This design comes from an exercise in tuning for small area and a short achievable clock period on the open sky130 flow, not from production work.
Only simulation tests tie the RTL to the original design; equivalence was not proved.
No activity file was given, so power comes from the tool's default toggle rates.

## flow/design.v (module list and top-level ports; edited modules follow where they fit)
// module alu_operations_five: 2762 lines
// module alu_fa: 4 lines
// module alu_ha: 4 lines
// module alu_a21o: 3 lines
// module alu_a221o: 3 lines
// module alu_and2: 3 lines
// module alu_and3: 3 lines
// module alu_inv: 3 lines
// module alu_nand2: 3 lines
// module alu_nand3: 3 lines
// module alu_nor2: 3 lines
// module alu_o22ai: 3 lines
// module alu_xnor2: 3 lines
// module alu_xor2: 3 lines
module alu_operations_five (
    input  clk,
    input  rst_n,
    input  load,
    input  signed [31:0]  ID_EX_A,
    input  signed [31:0]  ID_EX_B,
    input  signed [5:0]   opcode,
    output reg signed [31:0] ALU_result
);
  // ...
==> flow/flow/run.sh <==
#!/bin/bash
set -euo pipefail
bash standard.sh BUFFER_PORTS_ARGS="-buffer_cell sky130_fd_sc_hd__buf_1" finish > standard.log 2>&1
==> flow/standard.sh <==
#!/bin/bash
# synth_recipe.tcl (not shown) runs the flow's synth.tcl, then flattens the netlist and writes it again
# the make line also repeats each setting of config.mk as NAME=value (left out here)
make -C /OpenROAD-flow-scripts/flow DESIGN_CONFIG=/design/flow/config.mk WORK_HOME=/design/flow/orfs CLKGATE_MAP_FILE= SYNTH_SCRIPT=/design/flow/synth_recipe.tcl "${@:-finish}"
==> flow/config.mk <==
export PLATFORM = sky130hd
export DESIGN_NAME = alu_operations_five
export DESIGN_NICKNAME = alu_operations_five
export VERILOG_FILES = /design/flow/design.v
export SDC_FILE = /design/flow/constraint.sdc
export NUM_CORES = 4
export LEC_CHECK = 0
export CAP_MARGIN = 10
export CORE_MARGIN = 2
export CORE_UTILIZATION = 40
export CTS_BUF_LIST = sky130_fd_sc_hd__clkbuf_4 sky130_fd_sc_hd__clkbuf_8
export SETUP_SLACK_MARGIN = 4.1
export SLEW_MARGIN = 10
export SYNTH_HIERARCHICAL = 1
==> flow/constraint.sdc <==
create_clock -name core_clock -period 8.5 [get_ports {clk}]
set_input_delay 1.7000 -clock core_clock [delete_from_list [all_inputs] [get_ports {clk}]]
set_output_delay 1.7000 -clock core_clock [all_outputs]
set_load 0.01 [all_outputs]
==> summary.txt, run 1 <==
outcome - timing/DRC/antenna clean
CTS max path bufs - 2
CTS buffer count - 17
hold wc startpoint - ALU_result[22]$_DFFE_PN0P_
internal power - 2.72 mW
Non-Clock Buffer Area Fraction - 3.71%
largest family of logic cells by synthesized area - adder cells
Net Switching - 2.25 mW
R2R Path End - ALU_result[0]$_DFFE_PN0P_
Sink Count - 146
Hold Fails Final Rpt - 0
synthesized cell area - 16800 µm²
Post-Synth Simple-Gate Area - 5.22%
hold_ws - 0.510 ns
Multi-input gate area - 13000 µm²
M1 GR Usage - 35.6%
clk root buf - clkbuf_8
Placed Instances - 2111
I/O pin count - 105
Chip Height - 209 µm
Hold Crit Depth - 2
Post-Synth XOR/XNOR Area - 20.0%
Met1 Routed Length - 23300 µm
drt first pass iters - 5
antenna cell count - 1
Port Buf Inserts - 104
Core ar. - 41100 µm²
Seq. pwr - 1.12 mW
Tmin final - 4.43 ns
Worst VDD drop - 0.296 mV
most frequent cells in the layout - xor2_1, o22ai_1, fa_1
endpoints failing setup - 0
most used cell, CP - fa_1
stages on the worst setup path - 8
Critical Path RT - 8.78 ns
dominant class by area - multi-input combinational cells
first-pass GRT wire length - 84800 µm
==> inputs of run 2 (changes only) <==
--- a/flow/design.v
+++ b/flow/design.v
@@ -2043,144 +2043,144 @@
     alu_fa u_s1019 (.a(c906), .b(s911), .c(s913), .s(s1019), .co(c1020));
     alu_fa u_s1021 (.a(c908), .b(c910), .c(s787), .s(s1021), .co(c1022));
     alu_fa u_s1023 (.a(s915), .b(s917), .c(c912), .s(s1023), .co(c1024));
     alu_fa u_s1025 (.a(c914), .b(s919), .c(s921), .s(s1025), .co(c1026));
     alu_fa u_s1027 (.a(c916), .b(c918), .c(s795), .s(s1027), .co(c1028));
     alu_fa u_s1029 (.a(s923), .b(c920), .c(c922), .s(s1029), .co(c1030));
     alu_fa u_s1031 (.a(s925), .b(s927), .c(s929), .s(s1031), .co(c1032));
     alu_a21o u_g1033 (.a(cAND), .b(B[0]), .c(cAOR), .y(g1033));
-    alu_a221o u_g1034 (.a(A[0]), .b(g1033), .c(cOR), .d(B[0]), .e(g10), .y(g1034));
-    alu_xor2 u_g1035 (.a(B[0]), .b(inv), .y(g1035));
-    alu_a21o u_g1036 (.a(g1035), .b(cC), .c(1'b0), .y(g1036));
+    alu_xor2 u_g1034 (.a(B[0]), .b(inv), .y(g1034));
+    alu_a221o u_g1035 (.a(A[0]), .b(g1033), .c(cOR), .d(B[0]), .e(g10), .y(g1035));
+    alu_a21o u_g1036 (.a(g1034), .b(cC), .c(1'b0), .y(g1036));
     alu_a21o u_g1037 (.a(cAND), .b(B[1]), .c(cAOR), .y(g1037));
-    alu_a221o u_g1038 (.a(A[1]), .b(g1037), .c(cOR), .d(B[1]), .e(g12), .y(g1038));
-    alu_xor2 u_g1039 (.a(B[1]), .b(inv), .y(g1039));
-    alu_a21o u_g1040 (.a(g1039), .b(cC), .c(1'b0), .y(g1040));
+    alu_xor2 u_g1038 (.a(B[1]), .b(inv), .y(g1038));
+    alu_a221o u_g1039 (.a(A[1]), .b(g1037), .c(cOR), .d(B[1]), .e(g12), .y(g1039));
+    alu_a21o u_g1040 (.a(g1038), .b(cC), .c(1'b0), .y(g1040));
     alu_a21o u_g1041 (.a(cAND), .b(B[2]), .c(cAOR), .y(g1041));
-    alu_a221o u_g1042 (.a(A[2]), .b(g1041), .c(cOR), .d(B[2]), .e(g82), .y(g1042));
-    alu_xor2 u_g1043 (.a(B[2]), .b(inv), .y(g1043));
-    alu_a21o u_g1044 (.a(g1043), .b(cC), .c(s931), .y(g1044));
+    alu_xor2 u_g1042 (.a(B[2]), .b(inv), .y(g1042));
+    alu_a221o u_g1043 (.a(A[2]), .b(g1041), .c(cOR), .d(B[2]), .e(g82), .y(g1043));
+    alu_a21o u_g1044 (.a(g1042), .b(cC), .c(s931), .y(g1044));
     alu_a21o u_g1045 (.a(cAND), .b(B[3]), .c(cAOR), .y(g1045));
-    alu_a221o u_g1046 (.a(A[3]), .b(g1045), .c(cOR), .d(B[3]), .e(c932), .y(g1046));
-    alu_xor2 u_g1047 (.a(B[3]), .b(inv), .y(g1047));
-    alu_a21o u_g1048 (.a(g1047), .b(cC), .c(s933), .y(g1048));
+    alu_xor2 u_g1046 (.a(B[3]), .b(inv), .y(g1046));
+    alu_a221o u_g1047 (.a(A[3]), .b(g1045), .c(cOR), .d(B[3]), .e(c932), .y(g1047));
+    alu_a21o u_g1048 (.a(g1046), .b(cC), .c(s933), .y(g1048));
     alu_a21o u_g1049 (.a(cAND), .b(B[4]), .c(cAOR), .y(g1049));
-    alu_a221o u_g1050 (.a(A[4]), .b(g1049), .c(cOR), .d(B[4]), .e(c934), .y(g1050));
-    alu_xor2 u_g1051 (.a(B[4]), .b(inv), .y(g1051));
-    alu_a21o u_g1052 (.a(g1051), .b(cC), .c(s935), .y(g1052));
+    alu_xor2 u_g1050 (.a(B[4]), .b(inv), .y(g1050));
+    alu_a221o u_g1051 (.a(A[4]), .b(g1049), .c(cOR), .d(B[4]), .e(c934), .y(g1051));
+    alu_a21o u_g1052 (.a(g1050), .b(cC), .c(s935), .y(g1052));
     alu_a21o u_g1053 (.a(cAND), .b(B[5]), .c(cAOR), .y(g1053));
-    alu_a221o u_g1054 (.a(A[5]), .b(g1053), .c(cOR), .d(B[5]), .e(c936), .y(g1054));
-    alu_xor2 u_g1055 (.a(B[5]), .b(inv), .y(g1055));
-    alu_a21o u_g1056 (.a(g1055), .b(cC), .c(s937), .y(g1056));
+    alu_xor2 u_g1054 (.a(B[5]), .b(inv), .y(g1054));
+    alu_a221o u_g1055 (.a(A[5]), .b(g1053), .c(cOR), .d(B[5]), .e(c936), .y(g1055));
+    alu_a21o u_g1056 (.a(g1054), .b(cC), .c(s937), .y(g1056));
     alu_a21o u_g1057 (.a(cAND), .b(B[6]), .c(cAOR), .y(g1057));
-    alu_a221o u_g1058 (.a(A[6]), .b(g1057), .c(cOR), .d(B[6]), .e(c938), .y(g1058));
-    alu_xor2 u_g1059 (.a(B[6]), .b(inv), .y(g1059));
-    alu_a21o u_g1060 (.a(g1059), .b(cC), .c(s939), .y(g1060));
+    alu_xor2 u_g1058 (.a(B[6]), .b(inv), .y(g1058));
+    alu_a221o u_g1059 (.a(A[6]), .b(g1057), .c(cOR), .d(B[6]), .e(c938), .y(g1059));
+    alu_a21o u_g1060 (.a(g1058), .b(cC), .c(s939), .y(g1060));
     alu_a21o u_g1061 (.a(cAND), .b(B[7]), .c(cAOR), .y(g1061));
-    alu_a221o u_g1062 (.a(A[7]), .b(g1061), .c(cOR), .d(B[7]), .e(c940), .y(g1062));
-    alu_xor2 u_g1063 (.a(B[7]), .b(inv), .y(g1063));
-    alu_a21o u_g1064 (.a(g1063), .b(cC), .c(s941), .y(g1064));
+    alu_xor2 u_g1062 (.a(B[7]), .b(inv), .y(g1062));
+    alu_a221o u_g1063 (.a(A[7]), .b(g1061), .c(cOR), .d(B[7]), .e(c940), .y(g1063));
+    alu_a21o u_g1064 (.a(g1062), .b(cC), .c(s941), .y(g1064));
     alu_a21o u_g1065 (.a(cAND), .b(B[8]), .c(cAOR), .y(g1065));
-    alu_a221o u_g1066 (.a(A[8]), .b(g1065), .c(cOR), .d(B[8]), .e(c942), .y(g1066));
-    alu_xor2 u_g1067 (.a(B[8]), .b(inv), .y(g1067));
-    alu_a21o u_g1068 (.a(g1067), .b(cC), .c(s943), .y(g1068));
+    alu_xor2 u_g1066 (.a(B[8]), .b(inv), .y(g1066));
+    alu_a221o u_g1067 (.a(A[8]), .b(g1065), .c(cOR), .d(B[8]), .e(c942), .y(g1067));
+    alu_a21o u_g1068 (.a(g1066), .b(cC), .c(s943), .y(g1068));
     alu_a21o u_g1069 (.a(cAND), .b(B[9]), .c(cAOR), .y(g1069));
-    alu_a221o u_g1070 (.a(A[9]), .b(g1069), .c(cOR), .d(B[9]), .e(c944), .y(g1070));
-    alu_xor2 u_g1071 (.a(B[9]), .b(inv), .y(g1071));
-    alu_a21o u_g1072 (.a(g1071), .b(cC), .c(s945), .y(g1072));
+    alu_xor2 u_g1070 (.a(B[9]), .b(inv), .y(g1070));
+    alu_a221o u_g1071 (.a(A[9]), .b(g1069), .c(cOR), .d(B[9]), .e(c944), .y(g1071));
+    alu_a21o u_g1072 (.a(g1070), .b(cC), .c(s945), .y(g1072));
     alu_a21o u_g1073 (.a(cAND), .b(B[10]), .c(cAOR), .y(g1073));
-    alu_a221o u_g1074 (.a(A[10]), .b(g1073), .c(cOR), .d(B[10]), .e(c946), .y(g1074));
-    alu_xor2 u_g1075 (.a(B[10]), .b(inv), .y(g1075));
-    alu_a21o u_g1076 (.a(g1075), .b(cC), .c(s947), .y(g1076));
+    alu_xor2 u_g1074 (.a(B[10]), .b(inv), .y(g1074));
+    alu_a221o u_g1075 (.a(A[10]), .b(g1073), .c(cOR), .d(B[10]), .e(c946), .y(g1075));
+    alu_a21o u_g1076 (.a(g1074), .b(cC), .c(s947), .y(g1076));
     alu_a21o u_g1077 (.a(cAND), .b(B[11]), .c(cAOR), .y(g1077));
-    alu_a221o u_g1078 (.a(A[11]), .b(g1077), .c(cOR), .d(B[11]), .e(s813), .y(g1078));
-    alu_xor2 u_g1079 (.a(B[11]), .b(inv), .y(g1079));
-    alu_a21o u_g1080 (.a(g1079), .b(cC), .c(c948), .y(g1080));
+    alu_xor2 u_g1078 (.a(B[11]), .b(inv), .y(g1078));
+    alu_a221o u_g1079 (.a(A[11]), .b(g1077), .c(cOR), .d(B[11]), .e(s813), .y(g1079));
+    alu_a21o u_g1080 (.a(g1078), .b(cC), .c(c948), .y(g1080));
     alu_a21o u_g1081 (.a(cAND), .b(B[12]), .c(cAOR), .y(g1081));
-    alu_a221o u_g1082 (.a(A[12]), .b(g1081), .c(cOR), .d(B[12]), .e(c950), .y(g1082));
-    alu_xor2 u_g1083 (.a(B[12]), .b(inv), .y(g1083));
-    alu_a21o u_g1084 (.a(g1083), .b(cC), .c(s951), .y(g1084));
+    alu_xor2 u_g1082 (.a(B[12]), .b(inv), .y(g1082));
+    alu_a221o u_g1083 (.a(A[12]), .b(g1081), .c(cOR), .d(B[12]), .e(c950), .y(g1083));
+    alu_a21o u_g1084 (.a(g1082), .b(cC), .c(s951), .y(g1084));
     alu_a21o u_g1085 (.a(cAND), .b(B[13]), .c(cAOR), .y(g1085));
-    alu_a221o u_g1086 (.a(A[13]), .b(g1085), .c(cOR), .d(B[13]), .e(s821), .y(g1086));
-    alu_xor2 u_g1087 (.a(B[13]), .b(inv), .y(g1087));
-    alu_a21o u_g1088 (.a(g1087), .b(cC), .c(c952), .y(g1088));
+    alu_xor2 u_g1086 (.a(B[13]), .b(inv), .y(g1086));
+    alu_a221o u_g1087 (.a(A[13]), .b(g1085), .c(cOR), .d(B[13]), .e(s821), .y(g1087));
+    alu_a21o u_g1088 (.a(g1086), .b(cC), .c(c952), .y(g1088));
     alu_a21o u_g1089 (.a(cAND), .b(B[14]), .c(cAOR), .y(g1089));
-    alu_a221o u_g1090 (.a(A[14]), .b(g1089), .c(cOR), .d(B[14]), .e(s825), .y(g1090));
-    alu_xor2 u_g1091 (.a(B[14]), .b(inv), .y(g1091));
-    alu_a21o u_g1092 (.a(g1091), .b(cC), .c(c954), .y(g1092));
+    alu_xor2 u_g1090 (.a(B[14]), .b(inv), .y(g1090));
+    alu_a221o u_g1091 (.a(A[14]), .b(g1089), .c(cOR), .d(B[14]), .e(s825), .y(g1091));
+    alu_a21o u_g1092 (.a(g1090), .b(cC), .c(c954), .y(g1092));
     alu_a21o u_g1093 (.a(cAND), .b(B[15]), .c(cAOR), .y(g1093));
-    alu_a221o u_g1094 (.a(A[15]), .b(g1093), .c(cOR), .d(B[15]), .e(s829), .y(g1094));
-    alu_xor2 u_g1095 (.a(B[15]), .b(inv), .y(g1095));
-    alu_a21o u_g1096 (.a(g1095), .b(cC), .c(c956), .y(g1096));
+    alu_xor2 u_g1094 (.a(B[15]), .b(inv), .y(g1094));
+    alu_a221o u_g1095 (.a(A[15]), .b(g1093), .c(cOR), .d(B[15]), .e(s829), .y(g1095));
+    alu_a21o u_g1096 (.a(g1094), .b(cC), .c(c956), .y(g1096));
     alu_a21o u_g1097 (.a(cAND), .b(B[16]), .c(cAOR), .y(g1097));
-    alu_a221o u_g1098 (.a(A[16]), .b(g1097), .c(cOR), .d(B[16]), .e(c958), .y(g1098));
-    alu_xor2 u_g1099 (.a(B[16]), .b(inv), .y(g1099));
-    alu_a21o u_g1100 (.a(g1099), .b(cC), .c(s959), .y(g1100));
+    alu_xor2 u_g1098 (.a(B[16]), .b(inv), .y(g1098));
+    alu_a221o u_g1099 (.a(A[16]), .b(g1097), .c(cOR), .d(B[16]), .e(c958), .y(g1099));
+    alu_a21o u_g1100 (.a(g1098), .b(cC), .c(s959), .y(g1100));
     alu_a21o u_g1101 (.a(cAND), .b(B[17]), .c(cAOR), .y(g1101));
-    alu_a221o u_g1102 (.a(A[17]), .b(g1101), .c(cOR), .d(B[17]), .e(s837), .y(g1102));
-    alu_xor2 u_g1103 (.a(B[17]), .b(inv), .y(g1103));
-    alu_a21o u_g1104 (.a(g1103), .b(cC), .c(c960), .y(g1104));
+    alu_xor2 u_g1102 (.a(B[17]), .b(inv), .y(g1102));
+    alu_a221o u_g1103 (.a(A[17]), .b(g1101), .c(cOR), .d(B[17]), .e(s837), .y(g1103));
+    alu_a21o u_g1104 (.a(g1102), .b(cC), .c(c960), .y(g1104));
     alu_a21o u_g1105 (.a(cAND), .b(B[18]), .c(cAOR), .y(g1105));
-    alu_a221o u_g1106 (.a(A[18]), .b(g1105), .c(cOR), .d(B[18]), .e(c964), .y(g1106));
-    alu_xor2 u_g1107 (.a(B[18]), .b(inv), .y(g1107));
-    alu_a21o u_g1108 (.a(g1107), .b(cC), .c(s965), .y(g1108));
+    alu_xor2 u_g1106 (.a(B[18]), .b(inv), .y(g1106));
+    alu_a221o u_g1107 (.a(A[18]), .b(g1105), .c(cOR), .d(B[18]), .e(c964), .y(g1107));
+    alu_a21o u_g1108 (.a(g1106), .b(cC), .c(s965), .y(g1108));
     alu_a21o u_g1109 (.a(cAND), .b(B[19]), .c(cAOR), .y(g1109));
-    alu_a221o u_g1110 (.a(A[19]), .b(g1109), .c(cOR), .d(B[19]), .e(c966), .y(g1110));
-    alu_xor2 u_g1111 (.a(B[19]), .b(inv), .y(g1111));
-    alu_a21o u_g1112 (.a(g1111), .b(cC), .c(c968), .y(g1112));
+    alu_xor2 u_g1110 (.a(B[19]), .b(inv), .y(g1110));
+    alu_a221o u_g1111 (.a(A[19]), .b(g1109), .c(cOR), .d(B[19]), .e(c966), .y(g1111));
+    alu_a21o u_g1112 (.a(g1110), .b(cC), .c(c968), .y(g1112));
     alu_a21o u_g1113 (.a(cAND), .b(B[20]), .c(cAOR), .y(g1113));
-    alu_a221o u_g1114 (.a(A[20]), .b(g1113), .c(cOR), .d(B[20]), .e(c970), .y(g1114));
-    alu_xor2 u_g1115 (.a(B[20]), .b(inv), .y(g1115));
-    alu_a21o u_g1116 (.a(g1115), .b(cC), .c(c972), .y(g1116));
+    alu_xor2 u_g1114 (.a(B[20]), .b(inv), .y(g1114));
+    alu_a221o u_g1115 (.a(A[20]), .b(g1113), .c(cOR), .d(B[20]), .e(c970), .y(g1115));
+    alu_a21o u_g1116 (.a(g1114), .b(cC), .c(c972), .y(g1116));
     alu_a21o u_g1117 (.a(cAND), .b(B[21]), .c(cAOR), .y(g1117));
-    alu_a221o u_g1118 (.a(A[21]), .b(g1117), .c(cOR), .d(B[21]), .e(c974), .y(g1118));
-    alu_xor2 u_g1119 (.a(B[21]), .b(inv), .y(g1119));
-    alu_a21o u_g1120 (.a(g1119), .b(cC), .c(c976), .y(g1120));
+    alu_xor2 u_g1118 (.a(B[21]), .b(inv), .y(g1118));
+    alu_a221o u_g1119 (.a(A[21]), .b(g1117), .c(cOR), .d(B[21]), .e(c974), .y(g1119));
+    alu_a21o u_g1120 (.a(g1118), .b(cC), .c(c976), .y(g1120));
     alu_a21o u_g1121 (.a(cAND), .b(B[22]), .c(cAOR), .y(g1121));
-    alu_a221o u_g1122 (.a(A[22]), .b(g1121), .c(cOR), .d(B[22]), .e(c978), .y(g1122));
-    alu_xor2 u_g1123 (.a(B[22]), .b(inv), .y(g1123));
-    alu_a21o u_g1124 (.a(g1123), .b(cC), .c(c980), .y(g1124));
+    alu_xor2 u_g1122 (.a(B[22]), .b(inv), .y(g1122));
+    alu_a221o u_g1123 (.a(A[22]), .b(g1121), .c(cOR), .d(B[22]), .e(c978), .y(g1123));
+    alu_a21o u_g1124 (.a(g1122), .b(cC), .c(c980), .y(g1124));
     alu_a21o u_g1125 (.a(cAND), .b(B[23]), .c(cAOR), .y(g1125));
-    alu_a221o u_g1126 (.a(A[23]), .b(g1125), .c(cOR), .d(B[23]), .e(c982), .y(g1126));
-    alu_xor2 u_g1127 (.a(B[23]), .b(inv), .y(g1127));
-    alu_a21o u_g1128 (.a(g1127), .b(cC), .c(c984), .y(g1128));
+    alu_xor2 u_g1126 (.a(B[23]), .b(inv), .y(g1126));
+    alu_a221o u_g1127 (.a(A[23]), .b(g1125), .c(cOR), .d(B[23]), .e(c982), .y(g1127));
+    alu_a21o u_g1128 (.a(g1126), .b(cC), .c(c984), .y(g1128));
     alu_a21o u_g1129 (.a(cAND), .b(B[24]), .c(cAOR), .y(g1129));
-    alu_a221o u_g1130 (.a(A[24]), .b(g1129), .c(cOR), .d(B[24]), .e(c986), .y(g1130));
-    alu_xor2 u_g1131 (.a(B[24]), .b(inv), .y(g1131));
-    alu_a21o u_g1132 (.a(g1131), .b(cC), .c(c988), .y(g1132));
+    alu_xor2 u_g1130 (.a(B[24]), .b(inv), .y(g1130));
+    alu_a221o u_g1131 (.a(A[24]), .b(g1129), .c(cOR), .d(B[24]), .e(c986), .y(g1131));
+    alu_a21o u_g1132 (.a(g1130), .b(cC), .c(c988), .y(g1132));
     alu_a21o u_g1133 (.a(cAND), .b(B[25]), .c(cAOR), .y(g1133));
-    alu_a221o u_g1134 (.a(A[25]), .b(g1133), .c(cOR), .d(B[25]), .e(s881), .y(g1134));
-    alu_xor2 u_g1135 (.a(B[25]), .b(inv), .y(g1135));
-    alu_a21o u_g1136 (.a(g1135), .b(cC), .c(c990), .y(g1136));
+    alu_xor2 u_g1134 (.a(B[25]), .b(inv), .y(g1134));
+    alu_a221o u_g1135 (.a(A[25]), .b(g1133), .c(cOR), .d(B[25]), .e(s881), .y(g1135));
+    alu_a21o u_g1136 (.a(g1134), .b(cC), .c(c990), .y(g1136));
     alu_a21o u_g1137 (.a(cAND), .b(B[26]), .c(cAOR), .y(g1137));
-    alu_a221o u_g1138 (.a(A[26]), .b(g1137), .c(cOR), .d(B[26]), .e(s889), .y(g1138));
-    alu_xor2 u_g1139 (.a(B[26]), .b(inv), .y(g1139));
-    alu_a21o u_g1140 (.a(g1139), .b(cC), .c(s997), .y(g1140));
+    alu_xor2 u_g1138 (.a(B[26]), .b(inv), .y(g1138));
+    alu_a221o u_g1139 (.a(A[26]), .b(g1137), .c(cOR), .d(B[26]), .e(s889), .y(g1139));
+    alu_a21o u_g1140 (.a(g1138), .b(cC), .c(s997), .y(g1140));
     alu_a21o u_g1141 (.a(cAND), .b(B[27]), .c(cAOR), .y(g1141));
-    alu_a221o u_g1142 (.a(A[27]), .b(g1141), .c(cOR), .d(B[27]), .e(c998), .y(g1142));
-    alu_xor2 u_g1143 (.a(B[27]), .b(inv), .y(g1143));
-    alu_a21o u_g1144 (.a(g1143), .b(cC), .c(s1003), .y(g1144));
+    alu_xor2 u_g1142 (.a(B[27]), .b(inv), .y(g1142));
+    alu_a221o u_g1143 (.a(A[27]), .b(g1141), .c(cOR), .d(B[27]), .e(c998), .y(g1143));
+    alu_a21o u_g1144 (.a(g1142), .b(cC), .c(s1003), .y(g1144));
     alu_a21o u_g1145 (.a(cAND), .b(B[28]), .c(cAOR), .y(g1145));
-    alu_a221o u_g1146 (.a(A[28]), .b(g1145), .c(cOR), .d(B[28]), .e(c1004), .y(g1146));
-    alu_xor2 u_g1147 (.a(B[28]), .b(inv), .y(g1147));
-    alu_a21o u_g1148 (.a(g1147), .b(cC), .c(s1009), .y(g1148));
+    alu_xor2 u_g1146 (.a(B[28]), .b(inv), .y(g1146));
+    alu_a221o u_g1147 (.a(A[28]), .b(g1145), .c(cOR), .d(B[28]), .e(c1004), .y(g1147));
+    alu_a21o u_g1148 (.a(g1146), .b(cC), .c(s1009), .y(g1148));
     alu_a21o u_g1149 (.a(cAND), .b(B[29]), .c(cAOR), .y(g1149));
-    alu_a221o u_g1150 (.a(A[29]), .b(g1149), .c(cOR), .d(B[29]), .e(c1010), .y(g1150));
-    alu_xor2 u_g1151 (.a(B[29]), .b(inv), .y(g1151));
-    alu_a21o u_g1152 (.a(g1151), .b(cC), .c(s1015), .y(g1152));
+    alu_xor2 u_g1150 (.a(B[29]), .b(inv), .y(g1150));
+    alu_a221o u_g1151 (.a(A[29]), .b(g1149), .c(cOR), .d(B[29]), .e(c1010), .y(g1151));
+    alu_a21o u_g1152 (.a(g1150), .b(cC), .c(s1015), .y(g1152));
     alu_a21o u_g1153 (.a(cAND), .b(B[30]), .c(cAOR), .y(g1153));
-    alu_a221o u_g1154 (.a(A[30]), .b(g1153), .c(cOR), .d(B[30]), .e(c1016), .y(g1154));
-    alu_xor2 u_g1155 (.a(B[30]), .b(inv), .y(g1155));
-    alu_a21o u_g1156 (.a(g1155), .b(cC), .c(s1021), .y(g1156));
+    alu_xor2 u_g1154 (.a(B[30]), .b(inv), .y(g1154));
+    alu_a221o u_g1155 (.a(A[30]), .b(g1153), .c(cOR), .d(B[30]), .e(c1016), .y(g1155));
+    alu_a21o u_g1156 (.a(g1154), .b(cC), .c(s1021), .y(g1156));
     alu_a21o u_g1157 (.a(cAND), .b(B[31]), .c(cAOR), .y(g1157));
-    alu_a221o u_g1158 (.a(A[31]), .b(g1157), .c(cOR), .d(B[31]), .e(c1022), .y(g1158));
-    alu_xor2 u_g1159 (.a(B[31]), .b(inv), .y(g1159));
-    alu_a21o u_g1160 (.a(g1159), .b(cC), .c(s1027), .y(g1160));
-    wire [31:0] n0 = {g1158, g1154, g1150, g1146, g1142, g1138, g1134, g1130, g1126, g1122, g1118, g1114, g1110, g1106, g1102, g1098, g1094, g1090, g1086, g1082, g1078, g1074, g1070, g1066, g1062, g1058, g1054, g1050, g1046, g1042, g1038, g1034};
+    alu_xor2 u_g1158 (.a(B[31]), .b(inv), .y(g1158));
+    alu_a221o u_g1159 (.a(A[31]), .b(g1157), .c(cOR), .d(B[31]), .e(c1022), .y(g1159));
+    alu_a21o u_g1160 (.a(g1158), .b(cC), .c(s1027), .y(g1160));
+    wire [31:0] n0 = {g1159, g1155, g1151, g1147, g1143, g1139, g1135, g1131, g1127, g1123, g1119, g1115, g1111, g1107, g1103, g1099, g1095, g1091, g1087, g1083, g1079, g1075, g1071, g1067, g1063, g1059, g1055, g1051, g1047, g1043, g1039, g1035};
     wire [31:0] n1 = {g1160, g1156, g1152, g1148, g1144, g1140, g1136, g1132, g1128, g1124, g1120, g1116, g1112, g1108, g1104, g1100, g1096, g1092, g1088, g1084, g1080, g1076, g1072, g1068, g1064, g1060, g1056, g1052, g1048, g1044, g1040, g1036};
     wire [31:0] t2 = {c1024, c1018, c1012, c1006, c1000, c994, c992, s989, s985, s981, s977, s973, s969, s967, c962, s961, s957, s955, s953, 1'b0, s949, 1'b0, 1'b0, 1'b0, 1'b0, 1'b0, 1'b0, 1'b0, 1'b0, 1'b0, 1'b0, 1'b0};
     wire [31:0] t3 = {c1026, c1020, c1014, c1008, c1002, c996, s993, s991, s987, s983, s979, s975, s971, 1'b0, s963, 1'b0, 1'b0, 1'b0, 1'b0, 1'b0, 1'b0, 1'b0, 1'b0, 1'b0, 1'b0, 1'b0, 1'b0, 1'b0, 1'b0, 1'b0, 1'b0, 1'b0};
     wire [31:0] t4 = {s1029, s1023, s1017, s1011, s1005, s1001, s995, 1'b0, 1'b0, 1'b0, 1'b0, 1'b0, 1'b0, 1'b0, 1'b0, 1'b0, 1'b0, 1'b0, 1'b0, 1'b0, 1'b0, 1'b0, 1'b0, 1'b0, 1'b0, 1'b0, 1'b0, 1'b0, 1'b0, 1'b0, 1'b0, 1'b0};
     wire [31:0] t5 = {s1031, s1025, s1019, s1013, s1007, s999, 1'b0, 1'b0, 1'b0, 1'b0, 1'b0, 1'b0, 1'b0, 1'b0, 1'b0, 1'b0, 1'b0, 1'b0, 1'b0, 1'b0, 1'b0, 1'b0, 1'b0, 1'b0, 1'b0, 1'b0, 1'b0, 1'b0, 1'b0, 1'b0, 1'b0, 1'b0};
     wire ncin = m ? neg0_4 : (~op[1] & (op[0] | op[2]));
     wire nkz = valid & ~(op[2] & ~op[0]);    
     wire nslt = valid & op[2] & ~op[0];
@@ -2521,26 +2521,16 @@
     wire g1434;
     wire g1435;
     wire g1436;
     wire g1437;
     wire g1438;
     wire g1439;
     wire g1440;
     wire g1441;
-    wire g1442;
-    wire g1443;
-    wire g1444;
-    wire g1445;
-    wire g1446;
-    wire g1447;
-    wire g1448;
-    wire g1449;
-    wire g1450;
-    wire g1451;
     alu_ha u_s1161 (.a(q0[25]), .b(q1[25]), .s(s1161), .co(c1162));
     alu_fa u_s1163 (.a(q0[26]), .b(q1[26]), .c(q2[26]), .s(s1163), .co(c1164));
     alu_ha u_s1165 (.a(q3[26]), .b(q4[26]), .s(s1165), .co(c1166));
     alu_fa u_s1167 (.a(q0[27]), .b(q1[27]), .c(q2[27]), .s(s1167), .co(c1168));
     alu_fa u_s1169 (.a(q3[27]), .b(q4[27]), .c(q5[27]), .s(s1169), .co(c1170));
     alu_fa u_s1171 (.a(q0[28]), .b(q1[28]), .c(q2[28]), .s(s1171), .co(c1172));
     alu_fa u_s1173 (.a(q3[28]), .b(q4[28]), .c(q5[28]), .s(s1173), .co(c1174));
     alu_fa u_s1175 (.a(q0[29]), .b(q1[29]), .c(q2[29]), .s(s1175), .co(c1176));
@@ -2614,144 +2604,134 @@
     alu_ha u_s1311 (.a(c1246), .b(s1247), .s(s1311), .co(c1312));
     alu_ha u_s1313 (.a(c1248), .b(s1249), .s(s1313), .co(c1314));
     alu_ha u_s1315 (.a(c1250), .b(s1251), .s(s1315), .co(c1316));
     alu_ha u_s1317 (.a(c1252), .b(s1253), .s(s1317), .co(c1318));
     alu_ha u_s1319 (.a(c1254), .b(s1255), .s(s1319), .co(c1320));
     alu_ha u_s1321 (.a(c1256), .b(s1257), .s(s1321), .co(c1322));
     alu_a21o u_g1323 (.a(s1259), .b(qcin), .c(c1260), .y(g1323));
     alu_a21o u_g1324 (.a(s1261), .b(g1323), .c(c1262), .y(g1324));
-    alu_a21o u_g1325 (.a(s1265), .b(c1264), .c(c1266), .y(g1325));
-    alu_and2 u_g1326 (.a(s1263), .b(s1265), .y(g1326));
+    alu_a21o u_g1325 (.a(s1263), .b(g1324), .c(c1264), .y(g1325));
+    alu_a21o u_g1326 (.a(s1265), .b(g1325), .c(c1266), .y(g1326));
     alu_a21o u_g1327 (.a(s1269), .b(c1268), .c(c1270), .y(g1327));
-    alu_and2 u_g1328 (.a(s1267), .b(s1269), .y(g1328));
-    alu_a21o u_g1329 (.a(s1273), .b(c1272), .c(c1274), .y(g1329));
-    alu_and2 u_g1330 (.a(s1271), .b(s1273), .y(g1330));
-    alu_a21o u_g1331 (.a(s1277), .b(c1276), .c(c1278), .y(g1331));
-    alu_and2 u_g1332 (.a(s1275), .b(s1277), .y(g1332));
-    alu_a21o u_g1333 (.a(s1281), .b(c1280), .c(c1282), .y(g1333));
-    alu_and2 u_g1334 (.a(s1279), .b(s1281), .y(g1334));
-    alu_a21o u_g1335 (.a(s1285), .b(c1284), .c(c1286), .y(g1335));
-    alu_and2 u_g1336 (.a(s1283), .b(s1285), .y(g1336));
-    alu_a21o u_g1337 (.a(s1289), .b(c1288), .c(c1290), .y(g1337));
-    alu_and2 u_g1338 (.a(s1287), .b(s1289), .y(g1338));
-    alu_a21o u_g1339 (.a(s1293), .b(c1292), .c(c1294), .y(g1339));
-    alu_and2 u_g1340 (.a(s1291), .b(s1293), .y(g1340));
-    alu_a21o u_g1341 (.a(s1297), .b(c1296), .c(c1298), .y(g1341));
-    alu_and2 u_g1342 (.a(s1295), .b(s1297), .y(g1342));
-    alu_a21o u_g1343 (.a(s1301), .b(c1300), .c(c1302), .y(g1343));
-    alu_and2 u_g1344 (.a(s1299), .b(s1301), .y(g1344));
-    alu_a21o u_g1345 (.a(s1305), .b(c1304), .c(c1306), .y(g1345));
-    alu_and2 u_g1346 (.a(s1303), .b(s1305), .y(g1346));
-    alu_a21o u_g1347 (.a(s1309), .b(c1308), .c(c1310), .y(g1347));
-    alu_and2 u_g1348 (.a(s1307), .b(s1309), .y(g1348));
-    alu_a21o u_g1349 (.a(s1313), .b(c1312), .c(c1314), .y(g1349));
-    alu_and2 u_g1350 (.a(s1311), .b(s1313), .y(g1350));
-    alu_a21o u_g1351 (.a(s1317), .b(c1316), .c(c1318), .y(g1351));
-    alu_and2 u_g1352 (.a(s1315), .b(s1317), .y(g1352));
-    alu_a21o u_g1353 (.a(s1321), .b(c1320), .c(c1322), .y(g1353));
-    alu_and2 u_g1354 (.a(s1319), .b(s1321), .y(g1354));
-    alu_a21o u_g1355 (.a(g1326), .b(g1324), .c(g1325), .y(g1355));
-    alu_a21o u_g1356 (.a(g1330), .b(g1327), .c(g1329), .y(g1356));
-    alu_and2 u_g1357 (.a(g1330), .b(g1328), .y(g1357));
-    alu_a21o u_g1358 (.a(g1334), .b(g1331), .c(g1333), .y(g1358));
-    alu_and2 u_g1359 (.a(g1334), .b(g1332), .y(g1359));
-    alu_a21o u_g1360 (.a(g1338), .b(g1335), .c(g1337), .y(g1360));
-    alu_and2 u_g1361 (.a(g1338), .b(g1336), .y(g1361));
-    alu_a21o u_g1362 (.a(g1342), .b(g1339), .c(g1341), .y(g1362));
-    alu_and2 u_g1363 (.a(g1342), .b(g1340), .y(g1363));
-    alu_a21o u_g1364 (.a(g1346), .b(g1343), .c(g1345), .y(g1364));
-    alu_and2 u_g1365 (.a(g1346), .b(g1344), .y(g1365));
-    alu_a21o u_g1366 (.a(g1350), .b(g1347), .c(g1349), .y(g1366));
-    alu_and2 u_g1367 (.a(g1350), .b(g1348), .y(g1367));
-    alu_a21o u_g1368 (.a(g1354), .b(g1351), .c(g1353), .y(g1368));
-    alu_and2 u_g1369 (.a(g1354), .b(g1352), .y(g1369));
-    alu_a21o u_g1370 (.a(g1328), .b(g1355), .c(g1327), .y(g1370));
-    alu_a21o u_g1371 (.a(g1357), .b(g1355), .c(g1356), .y(g1371));
-    alu_a21o u_g1372 (.a(g1336), .b(g1358), .c(g1335), .y(g1372));
-    alu_and2 u_g1373 (.a(g1336), .b(g1359), .y(g1373));
-    alu_a21o u_g1374 (.a(g1361), .b(g1358), .c(g1360), .y(g1374));
-    alu_and2 u_g1375 (.a(g1361), .b(g1359), .y(g1375));
-    alu_a21o u_g1376 (.a(g1344), .b(g1362), .c(g1343), .y(g1376));
-    alu_and2 u_g1377 (.a(g1344), .b(g1363), .y(g1377));
-    alu_a21o u_g1378 (.a(g1365), .b(g1362), .c(g1364), .y(g1378));
-    alu_and2 u_g1379 (.a(g1365), .b(g1363), .y(g1379));
-    alu_a21o u_g1380 (.a(g1352), .b(g1366), .c(g1351), .y(g1380));
-    alu_and2 u_g1381 (.a(g1352), .b(g1367), .y(g1381));
-    alu_a21o u_g1382 (.a(g1369), .b(g1366), .c(g1368), .y(g1382));
-    alu_and2 u_g1383 (.a(g1369), .b(g1367), .y(g1383));
-    alu_a21o u_g1384 (.a(g1332), .b(g1371), .c(g1331), .y(g1384));
-    alu_a21o u_g1385 (.a(g1359), .b(g1371), .c(g1358), .y(g1385));
-    alu_a21o u_g1386 (.a(g1373), .b(g1371), .c(g1372), .y(g1386));
-    alu_a21o u_g1387 (.a(g1375), .b(g1371), .c(g1374), .y(g1387));
-    alu_a21o u_g1388 (.a(g1348), .b(g1378), .c(g1347), .y(g1388));
-    alu_and2 u_g1389 (.a(g1348), .b(g1379), .y(g1389));
-    alu_a21o u_g1390 (.a(g1367), .b(g1378), .c(g1366), .y(g1390));
-    alu_and2 u_g1391 (.a(g1367), .b(g1379), .y(g1391));
-    alu_a21o u_g1392 (.a(g1381), .b(g1378), .c(g1380), .y(g1392));
-    alu_and2 u_g1393 (.a(g1381), .b(g1379), .y(g1393));
-    alu_a21o u_g1394 (.a(g1383), .b(g1378), .c(g1382), .y(g1394));
-    alu_and2 u_g1395 (.a(g1383), .b(g1379), .y(g1395));
-    alu_a21o u_g1396 (.a(g1340), .b(g1387), .c(g1339), .y(g1396));
-    alu_a21o u_g1397 (.a(g1363), .b(g1387), .c(g1362), .y(g1397));
-    alu_a21o u_g1398 (.a(g1377), .b(g1387), .c(g1376), .y(g1398));
-    alu_a21o u_g1399 (.a(g1379), .b(g1387), .c(g1378), .y(g1399));
-    alu_a21o u_g1400 (.a(g1389), .b(g1387), .c(g1388), .y(g1400));
-    alu_a21o u_g1401 (.a(g1391), .b(g1387), .c(g1390), .y(g1401));
-    alu_a21o u_g1402 (.a(g1393), .b(g1387), .c(g1392), .y(g1402));
-    alu_a21o u_g1403 (.a(g1395), .b(g1387), .c(g1394), .y(g1403));
-    alu_a21o u_g1404 (.a(s1259), .b(qcin), .c(c1260), .y(g1404));
-    alu_a21o u_g1405 (.a(s1263), .b(g1324), .c(c1264), .y(g1405));
-    alu_a21o u_g1406 (.a(s1267), .b(g1355), .c(c1268), .y(g1406));
-    alu_a21o u_g1407 (.a(s1271), .b(g1370), .c(c1272), .y(g1407));
-    alu_a21o u_g1408 (.a(s1275), .b(g1371), .c(c1276), .y(g1408));
-    alu_a21o u_g1409 (.a(s1279), .b(g1384), .c(c1280), .y(g1409));
-    alu_a21o u_g1410 (.a(s1283), .b(g1385), .c(c1284), .y(g1410));
-    alu_a21o u_g1411 (.a(s1287), .b(g1386), .c(c1288), .y(g1411));
-    alu_a21o u_g1412 (.a(s1291), .b(g1387), .c(c1292), .y(g1412));
-    alu_a21o u_g1413 (.a(s1295), .b(g1396), .c(c1296), .y(g1413));
-    alu_a21o u_g1414 (.a(s1299), .b(g1397), .c(c1300), .y(g1414));
-    alu_a21o u_g1415 (.a(s1303), .b(g1398), .c(c1304), .y(g1415));
-    alu_a21o u_g1416 (.a(s1307), .b(g1399), .c(c1308), .y(g1416));
-    alu_a21o u_g1417 (.a(s1311), .b(g1400), .c(c1312), .y(g1417));
-    alu_a21o u_g1418 (.a(s1315), .b(g1401), .c(c1316), .y(g1418));
-    alu_a21o u_g1419 (.a(s1319), .b(g1402), .c(c1320), .y(g1419));
-    alu_xor2 u_g1420 (.a(s1259), .b(qcin), .y(g1420));
-    alu_xor2 u_g1421 (.a(s1261), .b(g1404), .y(g1421));
-    alu_xor2 u_g1422 (.a(s1263), .b(g1324), .y(g1422));
-    alu_xor2 u_g1423 (.a(s1265), .b(g1405), .y(g1423));
-    alu_xor2 u_g1424 (.a(s1267), .b(g1355), .y(g1424));
-    alu_xor2 u_g1425 (.a(s1269), .b(g1406), .y(g1425));
-    alu_xor2 u_g1426 (.a(s1271), .b(g1370), .y(g1426));
-    alu_xor2 u_g1427 (.a(s1273), .b(g1407), .y(g1427));
-    alu_xor2 u_g1428 (.a(s1275), .b(g1371), .y(g1428));
-    alu_xor2 u_g1429 (.a(s1277), .b(g1408), .y(g1429));
-    alu_xor2 u_g1430 (.a(s1279), .b(g1384), .y(g1430));
-    alu_xor2 u_g1431 (.a(s1281), .b(g1409), .y(g1431));
-    alu_xor2 u_g1432 (.a(s1283), .b(g1385), .y(g1432));
-    alu_xor2 u_g1433 (.a(s1285), .b(g1410), .y(g1433));
-    alu_xor2 u_g1434 (.a(s1287), .b(g1386), .y(g1434));
-    alu_xor2 u_g1435 (.a(s1289), .b(g1411), .y(g1435));
-    alu_xor2 u_g1436 (.a(s1291), .b(g1387), .y(g1436));
-    alu_xor2 u_g1437 (.a(s1293), .b(g1412), .y(g1437));
-    alu_xor2 u_g1438 (.a(s1295), .b(g1396), .y(g1438));
-    alu_xor2 u_g1439 (.a(s1297), .b(g1413), .y(g1439));
-    alu_xor2 u_g1440 (.a(s1299), .b(g1397), .y(g1440));
-    alu_xor2 u_g1441 (.a(s1301), .b(g1414), .y(g1441));
-    alu_xor2 u_g1442 (.a(s1303), .b(g1398), .y(g1442));
-    alu_xor2 u_g1443 (.a(s1305), .b(g1415), .y(g1443));
-    alu_xor2 u_g1444 (.a(s1307), .b(g1399), .y(g1444));
-    alu_xor2 u_g1445 (.a(s1309), .b(g1416), .y(g1445));
-    alu_xor2 u_g1446 (.a(s1311), .b(g1400), .y(g1446));
-    alu_xor2 u_g1447 (.a(s1313), .b(g1417), .y(g1447));
-    alu_xor2 u_g1448 (.a(s1315), .b(g1401), .y(g1448));
-    alu_xor2 u_g1449 (.a(s1317), .b(g1418), .y(g1449));
-    alu_xor2 u_g1450 (.a(s1319), .b(g1402), .y(g1450));
-    alu_xor2 u_g1451 (.a(s1321), .b(g1419), .y(g1451));
-    wire [31:0] sum = {g1451, g1450, g1449, g1448, g1447, g1446, g1445, g1444, g1443, g1442, g1441, g1440, g1439, g1438, g1437, g1436, g1435, g1434, g1433, g1432, g1431, g1430, g1429, g1428, g1427, g1426, g1425, g1424, g1423, g1422, g1421, g1420};
+    alu_a21o u_g1328 (.a(s1271), .b(g1327), .c(c1272), .y(g1328));
+    alu_a21o u_g1329 (.a(s1273), .b(g1328), .c(c1274), .y(g1329));
+    alu_and2 u_g1330 (.a(s1267), .b(s1269), .y(g1330));
+    alu_and2 u_g1331 (.a(g1330), .b(s1271), .y(g1331));
+    alu_and2 u_g1332 (.a(g1331), .b(s1273), .y(g1332));
+    alu_a21o u_g1333 (.a(s1277), .b(c1276), .c(c1278), .y(g1333));
+    alu_a21o u_g1334 (.a(s1279), .b(g1333), .c(c1280), .y(g1334));
+    alu_a21o u_g1335 (.a(s1281), .b(g1334), .c(c1282), .y(g1335));
+    alu_and2 u_g1336 (.a(s1275), .b(s1277), .y(g1336));
+    alu_and2 u_g1337 (.a(g1336), .b(s1279), .y(g1337));
+    alu_and2 u_g1338 (.a(g1337), .b(s1281), .y(g1338));
+    alu_a21o u_g1339 (.a(s1285), .b(c1284), .c(c1286), .y(g1339));
+    alu_a21o u_g1340 (.a(s1287), .b(g1339), .c(c1288), .y(g1340));
+    alu_a21o u_g1341 (.a(s1289), .b(g1340), .c(c1290), .y(g1341));
+    alu_and2 u_g1342 (.a(s1283), .b(s1285), .y(g1342));
+    alu_and2 u_g1343 (.a(g1342), .b(s1287), .y(g1343));
+    alu_and2 u_g1344 (.a(g1343), .b(s1289), .y(g1344));
+    alu_a21o u_g1345 (.a(s1293), .b(c1292), .c(c1294), .y(g1345));
+    alu_a21o u_g1346 (.a(s1295), .b(g1345), .c(c1296), .y(g1346));
+    alu_a21o u_g1347 (.a(s1297), .b(g1346), .c(c1298), .y(g1347));
+    alu_and2 u_g1348 (.a(s1291), .b(s1293), .y(g1348));
+    alu_and2 u_g1349 (.a(g1348), .b(s1295), .y(g1349));
+    alu_and2 u_g1350 (.a(g1349), .b(s1297), .y(g1350));
+    alu_a21o u_g1351 (.a(s1301), .b(c1300), .c(c1302), .y(g1351));
+    alu_a21o u_g1352 (.a(s1303), .b(g1351), .c(c1304), .y(g1352));
+    alu_a21o u_g1353 (.a(s1305), .b(g1352), .c(c1306), .y(g1353));
+    alu_and2 u_g1354 (.a(s1299), .b(s1301), .y(g1354));
+    alu_and2 u_g1355 (.a(g1354), .b(s1303), .y(g1355));
+    alu_and2 u_g1356 (.a(g1355), .b(s1305), .y(g1356));
+    alu_a21o u_g1357 (.a(s1309), .b(c1308), .c(c1310), .y(g1357));
+    alu_a21o u_g1358 (.a(s1311), .b(g1357), .c(c1312), .y(g1358));
+    alu_a21o u_g1359 (.a(s1313), .b(g1358), .c(c1314), .y(g1359));
+    alu_and2 u_g1360 (.a(s1307), .b(s1309), .y(g1360));
+    alu_and2 u_g1361 (.a(g1360), .b(s1311), .y(g1361));
+    alu_and2 u_g1362 (.a(g1361), .b(s1313), .y(g1362));
+    alu_a21o u_g1363 (.a(s1317), .b(c1316), .c(c1318), .y(g1363));
+    alu_a21o u_g1364 (.a(s1319), .b(g1363), .c(c1320), .y(g1364));
+    alu_a21o u_g1365 (.a(s1321), .b(g1364), .c(c1322), .y(g1365));
+    alu_and2 u_g1366 (.a(s1315), .b(s1317), .y(g1366));
+    alu_and2 u_g1367 (.a(g1366), .b(s1319), .y(g1367));
+    alu_and2 u_g1368 (.a(g1367), .b(s1321), .y(g1368));
+    alu_a21o u_g1369 (.a(g1332), .b(g1326), .c(g1329), .y(g1369));
+    alu_a21o u_g1370 (.a(g1344), .b(g1335), .c(g1341), .y(g1370));
+    alu_and2 u_g1371 (.a(g1344), .b(g1338), .y(g1371));
+    alu_a21o u_g1372 (.a(g1356), .b(g1347), .c(g1353), .y(g1372));
+    alu_and2 u_g1373 (.a(g1356), .b(g1350), .y(g1373));
+    alu_a21o u_g1374 (.a(g1368), .b(g1359), .c(g1365), .y(g1374));
+    alu_and2 u_g1375 (.a(g1368), .b(g1362), .y(g1375));
+    alu_a21o u_g1376 (.a(g1338), .b(g1369), .c(g1335), .y(g1376));
+    alu_a21o u_g1377 (.a(g1371), .b(g1369), .c(g1370), .y(g1377));
+    alu_a21o u_g1378 (.a(g1362), .b(g1372), .c(g1359), .y(g1378));
+    alu_and2 u_g1379 (.a(g1362), .b(g1373), .y(g1379));
+    alu_a21o u_g1380 (.a(g1375), .b(g1372), .c(g1374), .y(g1380));
+    alu_and2 u_g1381 (.a(g1375), .b(g1373), .y(g1381));
+    alu_a21o u_g1382 (.a(g1350), .b(g1377), .c(g1347), .y(g1382));
+    alu_a21o u_g1383 (.a(g1373), .b(g1377), .c(g1372), .y(g1383));
+    alu_a21o u_g1384 (.a(g1379), .b(g1377), .c(g1378), .y(g1384));
+    alu_a21o u_g1385 (.a(g1381), .b(g1377), .c(g1380), .y(g1385));
+    alu_a21o u_g1386 (.a(s1259), .b(qcin), .c(c1260), .y(g1386));
+    alu_a21o u_g1387 (.a(s1261), .b(g1386), .c(c1262), .y(g1387));
+    alu_a21o u_g1388 (.a(s1263), .b(g1387), .c(c1264), .y(g1388));
+    alu_a21o u_g1389 (.a(s1267), .b(g1326), .c(c1268), .y(g1389));
+    alu_a21o u_g1390 (.a(s1269), .b(g1389), .c(c1270), .y(g1390));
+    alu_a21o u_g1391 (.a(s1271), .b(g1390), .c(c1272), .y(g1391));
+    alu_a21o u_g1392 (.a(s1275), .b(g1369), .c(c1276), .y(g1392));
+    alu_a21o u_g1393 (.a(s1277), .b(g1392), .c(c1278), .y(g1393));
+    alu_a21o u_g1394 (.a(s1279), .b(g1393), .c(c1280), .y(g1394));
+    alu_a21o u_g1395 (.a(s1283), .b(g1376), .c(c1284), .y(g1395));
+    alu_a21o u_g1396 (.a(s1285), .b(g1395), .c(c1286), .y(g1396));
+    alu_a21o u_g1397 (.a(s1287), .b(g1396), .c(c1288), .y(g1397));
+    alu_a21o u_g1398 (.a(s1291), .b(g1377), .c(c1292), .y(g1398));
+    alu_a21o u_g1399 (.a(s1293), .b(g1398), .c(c1294), .y(g1399));
+    alu_a21o u_g1400 (.a(s1295), .b(g1399), .c(c1296), .y(g1400));
+    alu_a21o u_g1401 (.a(s1299), .b(g1382), .c(c1300), .y(g1401));
+    alu_a21o u_g1402 (.a(s1301), .b(g1401), .c(c1302), .y(g1402));
+    alu_a21o u_g1403 (.a(s1303), .b(g1402), .c(c1304), .y(g1403));
+    alu_a21o u_g1404 (.a(s1307), .b(g1383), .c(c1308), .y(g1404));
+    alu_a21o u_g1405 (.a(s1309), .b(g1404), .c(c1310), .y(g1405));
+    alu_a21o u_g1406 (.a(s1311), .b(g1405), .c(c1312), .y(g1406));
+    alu_a21o u_g1407 (.a(s1315), .b(g1384), .c(c1316), .y(g1407));
+    alu_a21o u_g1408 (.a(s1317), .b(g1407), .c(c1318), .y(g1408));
+    alu_a21o u_g1409 (.a(s1319), .b(g1408), .c(c1320), .y(g1409));
+    alu_xor2 u_g1410 (.a(s1259), .b(qcin), .y(g1410));
+    alu_xor2 u_g1411 (.a(s1261), .b(g1386), .y(g1411));
+    alu_xor2 u_g1412 (.a(s1263), .b(g1387), .y(g1412));
+    alu_xor2 u_g1413 (.a(s1265), .b(g1388), .y(g1413));
+    alu_xor2 u_g1414 (.a(s1267), .b(g1326), .y(g1414));
+    alu_xor2 u_g1415 (.a(s1269), .b(g1389), .y(g1415));
+    alu_xor2 u_g1416 (.a(s1271), .b(g1390), .y(g1416));
+    alu_xor2 u_g1417 (.a(s1273), .b(g1391), .y(g1417));
+    alu_xor2 u_g1418 (.a(s1275), .b(g1369), .y(g1418));
+    alu_xor2 u_g1419 (.a(s1277), .b(g1392), .y(g1419));
+    alu_xor2 u_g1420 (.a(s1279), .b(g1393), .y(g1420));
+    alu_xor2 u_g1421 (.a(s1281), .b(g1394), .y(g1421));
+    alu_xor2 u_g1422 (.a(s1283), .b(g1376), .y(g1422));
+    alu_xor2 u_g1423 (.a(s1285), .b(g1395), .y(g1423));
+    alu_xor2 u_g1424 (.a(s1287), .b(g1396), .y(g1424));
+    alu_xor2 u_g1425 (.a(s1289), .b(g1397), .y(g1425));
+    alu_xor2 u_g1426 (.a(s1291), .b(g1377), .y(g1426));
+    alu_xor2 u_g1427 (.a(s1293), .b(g1398), .y(g1427));
+    alu_xor2 u_g1428 (.a(s1295), .b(g1399), .y(g1428));
+    alu_xor2 u_g1429 (.a(s1297), .b(g1400), .y(g1429));
+    alu_xor2 u_g1430 (.a(s1299), .b(g1382), .y(g1430));
+    alu_xor2 u_g1431 (.a(s1301), .b(g1401), .y(g1431));
+    alu_xor2 u_g1432 (.a(s1303), .b(g1402), .y(g1432));
+    alu_xor2 u_g1433 (.a(s1305), .b(g1403), .y(g1433));
+    alu_xor2 u_g1434 (.a(s1307), .b(g1383), .y(g1434));
+    alu_xor2 u_g1435 (.a(s1309), .b(g1404), .y(g1435));
+    alu_xor2 u_g1436 (.a(s1311), .b(g1405), .y(g1436));
+    alu_xor2 u_g1437 (.a(s1313), .b(g1406), .y(g1437));
+    alu_xor2 u_g1438 (.a(s1315), .b(g1384), .y(g1438));
+    alu_xor2 u_g1439 (.a(s1317), .b(g1407), .y(g1439));
+    alu_xor2 u_g1440 (.a(s1319), .b(g1408), .y(g1440));
+    alu_xor2 u_g1441 (.a(s1321), .b(g1409), .y(g1441));
+    wire [31:0] sum = {g1441, g1440, g1439, g1438, g1437, g1436, g1435, g1434, g1433, g1432, g1431, g1430, g1429, g1428, g1427, g1426, g1425, g1424, g1423, g1422, g1421, g1420, g1419, g1418, g1417, g1416, g1415, g1414, g1413, g1412, g1411, g1410};
     wire lt = (q0[31] == q1[31]) ? q0[31] : sum[31];
     wire [31:0] res = qkz ? sum : {31'd0, qslt & lt};
     always @(posedge clk or negedge rst_n) begin
         if (!rst_n) begin
             qkz <= 1'b0;
             qslt <= 1'b0;
             ALU_result <= 32'sd0;
         end else if (load) begin
==> flow/config.mk (replaced) <==
export PLATFORM = sky130hd
export DESIGN_NAME = alu_operations_five
export DESIGN_NICKNAME = alu_operations_five
export VERILOG_FILES = /design/flow/design.v
export SDC_FILE = /design/flow/constraint.sdc
export NUM_CORES = 4
export LEC_CHECK = 0
export CAP_MARGIN = 20
export CORE_MARGIN = 2
export CORE_UTILIZATION = 40
export CTS_BUF_LIST = sky130_fd_sc_hd__clkbuf_4 sky130_fd_sc_hd__clkbuf_8
export SETUP_SLACK_MARGIN = 4.1
export SLEW_MARGIN = 20
export SYNTH_HIERARCHICAL = 1
==> run 2 against run 1 <==
Final area is 1.2% higher. Sequential share of layout area down 0.25 points. Critical path type unchanged. Global-route usage increased by 1.2 points. Largest power group unchanged. Highest routed layer is now met4. Maximum frequency grew 0.51%. Area after synthesis shrank 0.49%.
==> summary.txt, run 2 <==
Core ar. - 41000 µm² (-0.23%)
hold_buf cts - 0
Cell Pwr Density - 265 nW/µm²
Placed Instances - 2099 (-0.57%)
Reg area - 4220 µm²
CTS H-tree lvls - 4
Port Buf Inserts - 104 (unchanged)
endpoint class of the critical path - flip-flop
highest clock rate - 0.227 GHz
P_leak - 9.26 nW
Hold Fails Final Rpt - 0 (unchanged)
Max-cap violations - 0
FF+latch count, synth - 146
NumNets Final - 1968
leading area contributor after synthesis - fa_1
Final GP Congestion - 0.936
final worst slack - 4.10 ns
average size of a mapped cell - 11.4 µm²
Critical Path RT - 8.79 ns (about the same)
endpoints failing setup - 0 (unchanged)
Tmin final - 4.40 ns (-0.0226 ns)
top flop regs - ALU_result x32, q0 x32, q1 x32
Die Wd - 208 µm
R2R Setup Slk - 4.37 ns
worst skew pair latency - 0.53 ns
hpwl dp - 41000 µm
hold path endpoint - ALU_result[22]$_DFFE_PN0P_
commonest non-fill, non-tap cell in the layout - xor2_1
DP Worst Slack - 2.42 ns
startpoint type of the worst setup path - primary input
grt ovf - 0
Hold Crit Depth - 2 (unchanged)
Multi-input gate area - 13100 µm² (+0.55%)
Initial Util - 40.7%
share of the synthesized area in the top cell type - 25.2%
first-pass GRT wire length - 87000 µm (+2.6%)
Worst Path Max Fanout - 27
WS Path Type - in -> reg
outcome - timing/DRC/antenna clean
Reg2Reg Launch Point - q0[26]$_DFFE_PP_
share of cells above drive strength 1 - 11.8%
vias in the first global route - 13600
drt total wl - 59700 µm
worst slew pin tran - 1.04 ns
drt wl/cell - 27.6 µm
top-count cell post-synth - xor2_1
Slew HR - 30.4%
R2R cell count - 15
R2R Path End - ALU_result[0]$_DFFE_PN0P_
hold wc startpoint - ALU_result[22]$_DFFE_PN0P_
# fillers - 3795
Synth top cells by count - xor2_1, o22ai_1, fa_1
DR vias - 13700
drt first pass iters - 6 (+1)
sequential element share of the synthesized area - 25.3%
I/O pin count - 105 (unchanged)
Critical Path Start - opcode[0]
Chip Height - 208 µm (-0.24%)
Clock transition at path regs - 0.10 ns
synthesized cell area - 16700 µm² (-0.49%)
CTS max path bufs - 2 (unchanged)
leading post-synthesis cells by cell area - fa_1, edfxtp_1, xor2_1
unique cell type count in the Yosys netlist - 30
drt via density - 6.32
clk root buf - clkbuf_8
GRT Total Usage - 26.9%
initial DRC count - 1771
Slew Limit Fails - 0
Synth warnings - 7
CTS buffer count - 17 (unchanged)
largest net degree at the start of global routing - 80
Hold Path Class - reg -> reg
synth-to-layout area growth - 16.3%
ys flop type - edfxtp_1
final cell count without fillers - 2164
CTS tree - yes
Remaining DRCs - 0
most frequent cells in the layout - xor2_1, o22ai_1, fa_1
Sink Count - 146 (unchanged)
Sum Neg Setup Slack - 0 ns
final worst path period share - 51.8%
Async SR Flop Fraction - 23.3%
RSZ-0062 raised after global routing - yes
Worst VDD drop - 0.369 mV (+25%)
hold_ws - 0.517 ns (+0.00675 ns)
Antenna Violating Nets Remaining - 0
antenna violations before repair - 1
Final Power - 5.13 mW
Mapped Cells - 1461
crit path DAT - 4.70 ns
Post-synth EDFFs - 112
clk_skew - 0.0207 ns
placement row count - 74
DIE AREA - 43400 µm²
## run 2: changes by cell type in the layout (fill, tap and decap cells not counted), sizes merged, moves of 2 or more
| cell | before | now |
|---|---|---|
| buf | 129 | 132 |
| a21o | 124 | 119 |
| and2 | 28 | 21 |
| inv | 34 | 41 |
| clkbuf | 25 | 27 |
| clkinv | 8 | 4 |
| nand3 | 64 | 71 |
## run 2: critical path, cell delays in order
cell     delay (ns)
buf_12         0.23
buf_16         0.23
and3_2         0.48
xor2_1         0.29
fa_1           0.53
fa_1           0.45
fa_1           0.45
a221o_1        0.27
## run 2: area by class of cell
type	instances	share of cell area [%]
Antenna cell	1	0.0129
Clock inverter	15	0.858
Multi-Input combinational cell	1276	67.6
Sequential cell	146	21.7
Inverter	35	0.716
Clock buffer	17	1.21
Tap cell	532	3.43
Timing Repair Buffer	142	4.40
## run 2: worst max path at each step
stage / depth (start not counted) / to
finish: 8 / q0[20]$_DFFE_PP_
global route: 9 / q0[20]$_DFFE_PP_
CTS: 8 / q0[20]$_DFFE_PP_
detailed placement: 8 / q0[16]$_DFFE_PP_
global placement: 8 / q0[16]$_DFFE_PP_
floorplan: 8 / q0[24]$_DFFE_PP_
## run 2: metrics by stage
step           cell area (µm²)  util, %
4_1_cts                  19200     46.7
6_report                 19400     47.3
2_1_floorplan            17000        -
3_5_place_dp             18100     44.2
3_3_place_gp             18100     44.2
5_1_grt                  19400     47.3
## run 2: kinds of logic (layout without fill, tap and decap cells)
family,after synthesis,after routing,share of synthesized area (%)
AOI/OAI and AO/OA,446,446,18.1
xor gates and xnor gates,382,382,20.1
adders and majority gates,277,277,30.2
buffers and inverters,47,209,1.33
DFF,146,146,25.3
other,1,3,0.0225
and+or+nand+nor,162,169,4.98
## run 2: modules after synthesis (local to each module, per instance), excerpt
module | cell area, µm² | flip-flops and latches | cells
alu_o22ai | 6.26 | 0 | 1
alu_and2 | 6.26 | 0 | 1
alu_a221o | 10.0 | 0 | 1
alu_and3 | 6.26 | 0 | 1
alu_nand3 | 5.00 | 0 | 1
alu_xnor2 | 8.76 | 0 | 1
alu_nand2 | 3.75 | 0 | 1
alu_a21o | 7.51 | 0 | 1
alu_operations_five | 4880 | 146 | 276
alu_xor2 | 8.76 | 0 | 1
alu_fa | 20.0 | 0 | 1
## run 2: timing repair
item | in CTS | in global routing
setup endpoints to repair | 104 | 49
pin swaps | 16 | 13
setup buffers | 17 | 5
gates cloned | 1 | 9
gates resized for setup | 108 | 37
## run 2: power by group
part / total, mW / internal (mW) / switching, mW / leakage [nW]
clock network: 0.579 / 0.244 / 0.335 / 0.198
logic: 3.43 / 1.59 / 1.85 / 7.50
registers: 1.12 / 1.02 / 0.0996 / 1.56
## run 2: per-layer routing
metal	vias up	part of all wire (%)	GRT usage, %
li1	5757	-	-
met1	6838	41	37.4
met2	893	44	40.2
met3	181	11	6.81
met4	0	4.2	10.7
met5	-	0	0

afterwards: timing with drivers on the ports:
Ports are ideal in the flow. The routed layouts listed here were re-timed in OpenROAD.
Step 1 assumes that a clkbuf_16 drives the clock port and a buf_2 every other input.
Step 2 times the ports against the registers' clock, not the clock port: input delays grow and output delays shrink by t, the midpoint of the rising clock arrivals with the driver on.
a / b / c = no drivers / after step 1 / after step 2; a / b = the first two.
run	t, ns	slack for setup (ns)	hold slack, ns	slew at the worst register clock pin (ns)	worst slew at a driven data input, ns
run 1	0.560	4.074 / 4.067 / 3.506	0.510 / 0.510 / 0.510	0.09 / 0.09	0.07
run 2	0.569	4.096 / 4.059 / 3.491	0.517 / 0.517 / 0.517	0.10 / 0.10	0.16
After both steps setup and hold are still met in every run listed. For run 2, which loses most, drivers alone change the setup slack by -0.037 ns; drivers and shift together by -0.605 ns.
